Background: an optimization exercise with open tools, aiming at small area. Do not read the settings as production practice. Only simulation tests tie the RTL to the original design; equivalence was not proved.

==> flow/design.v (excerpt) <==
module dctqtop(
 clk,
 reset_n,
 start,
 di,
 din_valid,
 wa,
 be,
 hold,
 ready,
 dctq,
 dctq_valid,
 addr
 ) ;
 input clk ;
 input reset_n ;
 input start ;
 input din_valid ;
 input hold ;
 input [63:0] di ;
 input [2:0] wa ;
 input [7:0] be ;
 output ready ;
 output [8:0] dctq ;
 output dctq_valid ;
 output [5:0] addr ;
 wire rnw ;
 wire encnt2 ;
 wire [5:0] cnt1_reg ;
 wire [2:0] cnt2_reg ;
 wire [2:0] cnt3_reg ;
 wire [5:0] cnt4_reg ;
 wire [63:0] col ;
 wire [15:0] rsel ;
 wire [39:0] u1 ;
 wire [2:0] ms1 ;
 wire [10:0] din_next ;
 wire [10:0] qr0, qr1, qr2, qr3, qr4, qr5, qr6, qr7 ;
 wire [47:0] u2 ;
 wire [2:0] ms2 ;
 wire [11:0] dct_next ;
 wire [8:0] dctq_next ;
 reg [39:0] u1_reg ;           
 reg [2:0] ms1_reg ;           
 reg [2:0] k1_reg ;            
 reg [14*11-1:0] din_pipe ;    
 reg [2:0] cnt3_d1, cnt3_d2 ;  
 reg [47:0] u2_reg ;           
 reg [2:0] ms2_reg ;           
 reg [2:0] k2_reg ;            
 reg [12*12-1:0] dct_pipe ;    
 reg [9*9-1:0] dctq_pipe ;     
 dualram dualram1 ( .clk(clk), .rnw(rnw), .be(be), .sel(rsel),
  .wa(wa), .di(di), .din_valid(din_valid), .dout(col) ) ;
 adder12s first_a ( .x(col), .k(cnt1_reg[5:3]), .u(u1), .msum(ms1) ) ;
 always @ (posedge clk)
 begin
  u1_reg <= u1 ;
  ms1_reg <= ms1 ;
  k1_reg <= cnt1_reg[5:3] ;
 end
 mult8ux8s first_b ( .u(u1_reg), .msum(ms1_reg), .k(k1_reg), .din(din_next) ) ;
 always @ (posedge clk)
  din_pipe <= {din_pipe[13*11-1:0], din_next} ;
 dctreg2x8xn #(11) dctreg1 ( .clk(clk), .din(din_pipe[14*11-1 -: 11]),
  .wa(cnt2_reg), .enreg(encnt2),
  .qr0(qr0), .qr1(qr1), .qr2(qr2), .qr3(qr3),
  .qr4(qr4), .qr5(qr5), .qr6(qr6), .qr7(qr7) ) ;
 always @ (posedge clk)
 begin
  cnt3_d1 <= cnt3_reg ;
  cnt3_d2 <= cnt3_d1 ;
 end
 adder14rs second_a ( .q({qr0, qr1, qr2, qr3, qr4, qr5, qr6, qr7}),
  .k(cnt3_d2), .u(u2), .msum(ms2) ) ;
 always @ (posedge clk)
 begin
  u2_reg <= u2 ;
  ms2_reg <= ms2 ;
  k2_reg <= cnt3_d2 ;
 end
 mult11sx8s second_b ( .u(u2_reg), .msum(ms2_reg), .k(k2_reg), .dct(dct_next) ) ;
 always @ (posedge clk)
  dct_pipe <= {dct_pipe[11*12-1:0], dct_next} ;
 mult12sx8u quant ( .dct(dct_pipe[12*12-1 -: 12]), .a(cnt4_reg), .dctq(dctq_next) ) ;
 always @ (posedge clk)
  dctq_pipe <= {dctq_pipe[8*9-1:0], dctq_next} ;
  ...
clock: 8.0 ns
lec_check: 0
abc_area: 1
cap_margin: 20
core_margin: 2
core_utilization: 65
cts_cluster_diameter: 80
cts_cluster_size: 30
place_density: 0.8
slew_margin: 20
run.sh (not shown) runs the stock make flow with config.mk's settings and CLKGATE_MAP_FILE= SYNTH_SCRIPT=/design/flow/synth_recipe.tcl, a recipe that flattens the netlist after the stock synthesis.
The baseline went through all stages and came out clean.
Rerun with:
Settings changed: ABC_AREA 1 to not set, PLACE_DENSITY 0.8 to not set.
What happened: Utilization is higher by 0.79 points. Cell area went up by 1.4%. Clock-buffer cell count came out higher by 6.


## run 1
dctqtop again, from the RTL that the note above started with.
make LEC_CHECK=0 ABC_AREA=1 CAP_MARGIN=20 CORE_MARGIN=2 CORE_UTILIZATION=72 CTS_CLUSTER_DIAMETER=80 CTS_CLUSTER_SIZE=30 SLEW_MARGIN=20 finish   # period 8.0 ns
Per the final summary, run 1 finished and its layout is clean on timing, DRC and antenna.
The inputs of run 2 differ from those of run 1 as listed below.
Settings: CORE_UTILIZATION changed from 72 to 76.
Results
Global-route wire length before repair for run 2 is higher than for run 1.
Between run 2 and run 1, it is run 2 whose maximum cell stage delay along the critical path is higher, by 0.34 ns.
Diff run 2 and run 1: core utilization higher in run 2
Changes observed in run 2 relative to run 1: cell area saw little to no change, worst setup slack moved down, via count of the first global-routing pass now larger.
Run 1 reports its startpoint of the worst setup timing path as k2_reg[0] while run 2 reports dctq_control1.rsel[0].
--- input diff run 2..run 3 ---
Settings: setting PLACE_DENSITY to 0.8 for the first time; changing CORE_UTILIZATION from 76 to 72.
Post-layout minimum cycle time delta for run 3 relative to run 2: 0.16 ns lower
Sort run 3 and run 2 by non-filler instance count after layout desc -> top: run 3
Compared with run 2, in run 3 chip height climbed 9.0 um.
### run 3 -> run 4
Settings: PLACE_DENSITY removed (was 0.8); CTS_BUF_LIST newly set to sky130_fd_sc_hd__clkbuf_8 sky130_fd_sc_hd__clkbuf_16.
Findings:
Looking at post-synthesis to final-layout area growth, run 4 sits 0.17 points below run 3.
Comparing met1 layer usage reported by global route for run 3 and run 4, the smaller number came from run 4.
In the flow results for run 3 and run 4, the routed wire length is larger on run 3.
On design area, run 3 and run 4 are basically level.
Comparing run 4 with run 3, the utilization came out essentially unchanged.
Looking at run 3 and run 4, the fraction of standard cell area that is sequential is a wash.
The proportion of layout cells with a drive suffix above 1 of run 4 falls short of that of run 3 by 0.32 points.
Time the worst path needs with I/O delays and setup: run 4 lower than run 3

[separate check: timing with driven ports]
Ports are ideal in the flow. The routed layouts listed here were re-timed in OpenROAD.
Step 1 (the two cells are an assumption about what drives the block):
set clk [get_ports {clk}]
set_driving_cell -lib_cell sky130_fd_sc_hd__clkbuf_16 $clk
set_driving_cell -lib_cell sky130_fd_sc_hd__buf_2 [delete_from_list [all_inputs] $clk]
Step 2, shift: input delay + t, output delay - t, t = (earliest + latest rising clock arrival at the registers) / 2. This alone moves slack from input paths to output paths.
Slacks: ideal / step 1 / step 2; pairs: ideal / step 1.
run	shift t [ns]	setup slack, ns	hold slack, ns	worst setup path at the end	worst data-port slew with drivers (ns)
the first run of note 1	0.804	0.462 / 0.462 / 0.462	0.310 / 0.310 / 0.310	register to register	0.14
the second run of note 1	0.815	0.341 / 0.341 / 0.341	0.324 / 0.324 / 0.324	register to register	0.05
run 1	0.791	0.373 / 0.373 / 0.373	0.324 / 0.324 / 0.324	register to register	0.18
run 2	0.793	0.159 / 0.159 / 0.159	0.323 / 0.323 / 0.323	register to register	0.15
run 3	0.785	0.324 / 0.324 / 0.324	0.319 / 0.319 / 0.319	register to register	0.14
run 4	0.795	0.362 / 0.362 / 0.362	0.324 / 0.324 / 0.324	register to register	0.17
After both steps setup and hold are still met in every run listed.
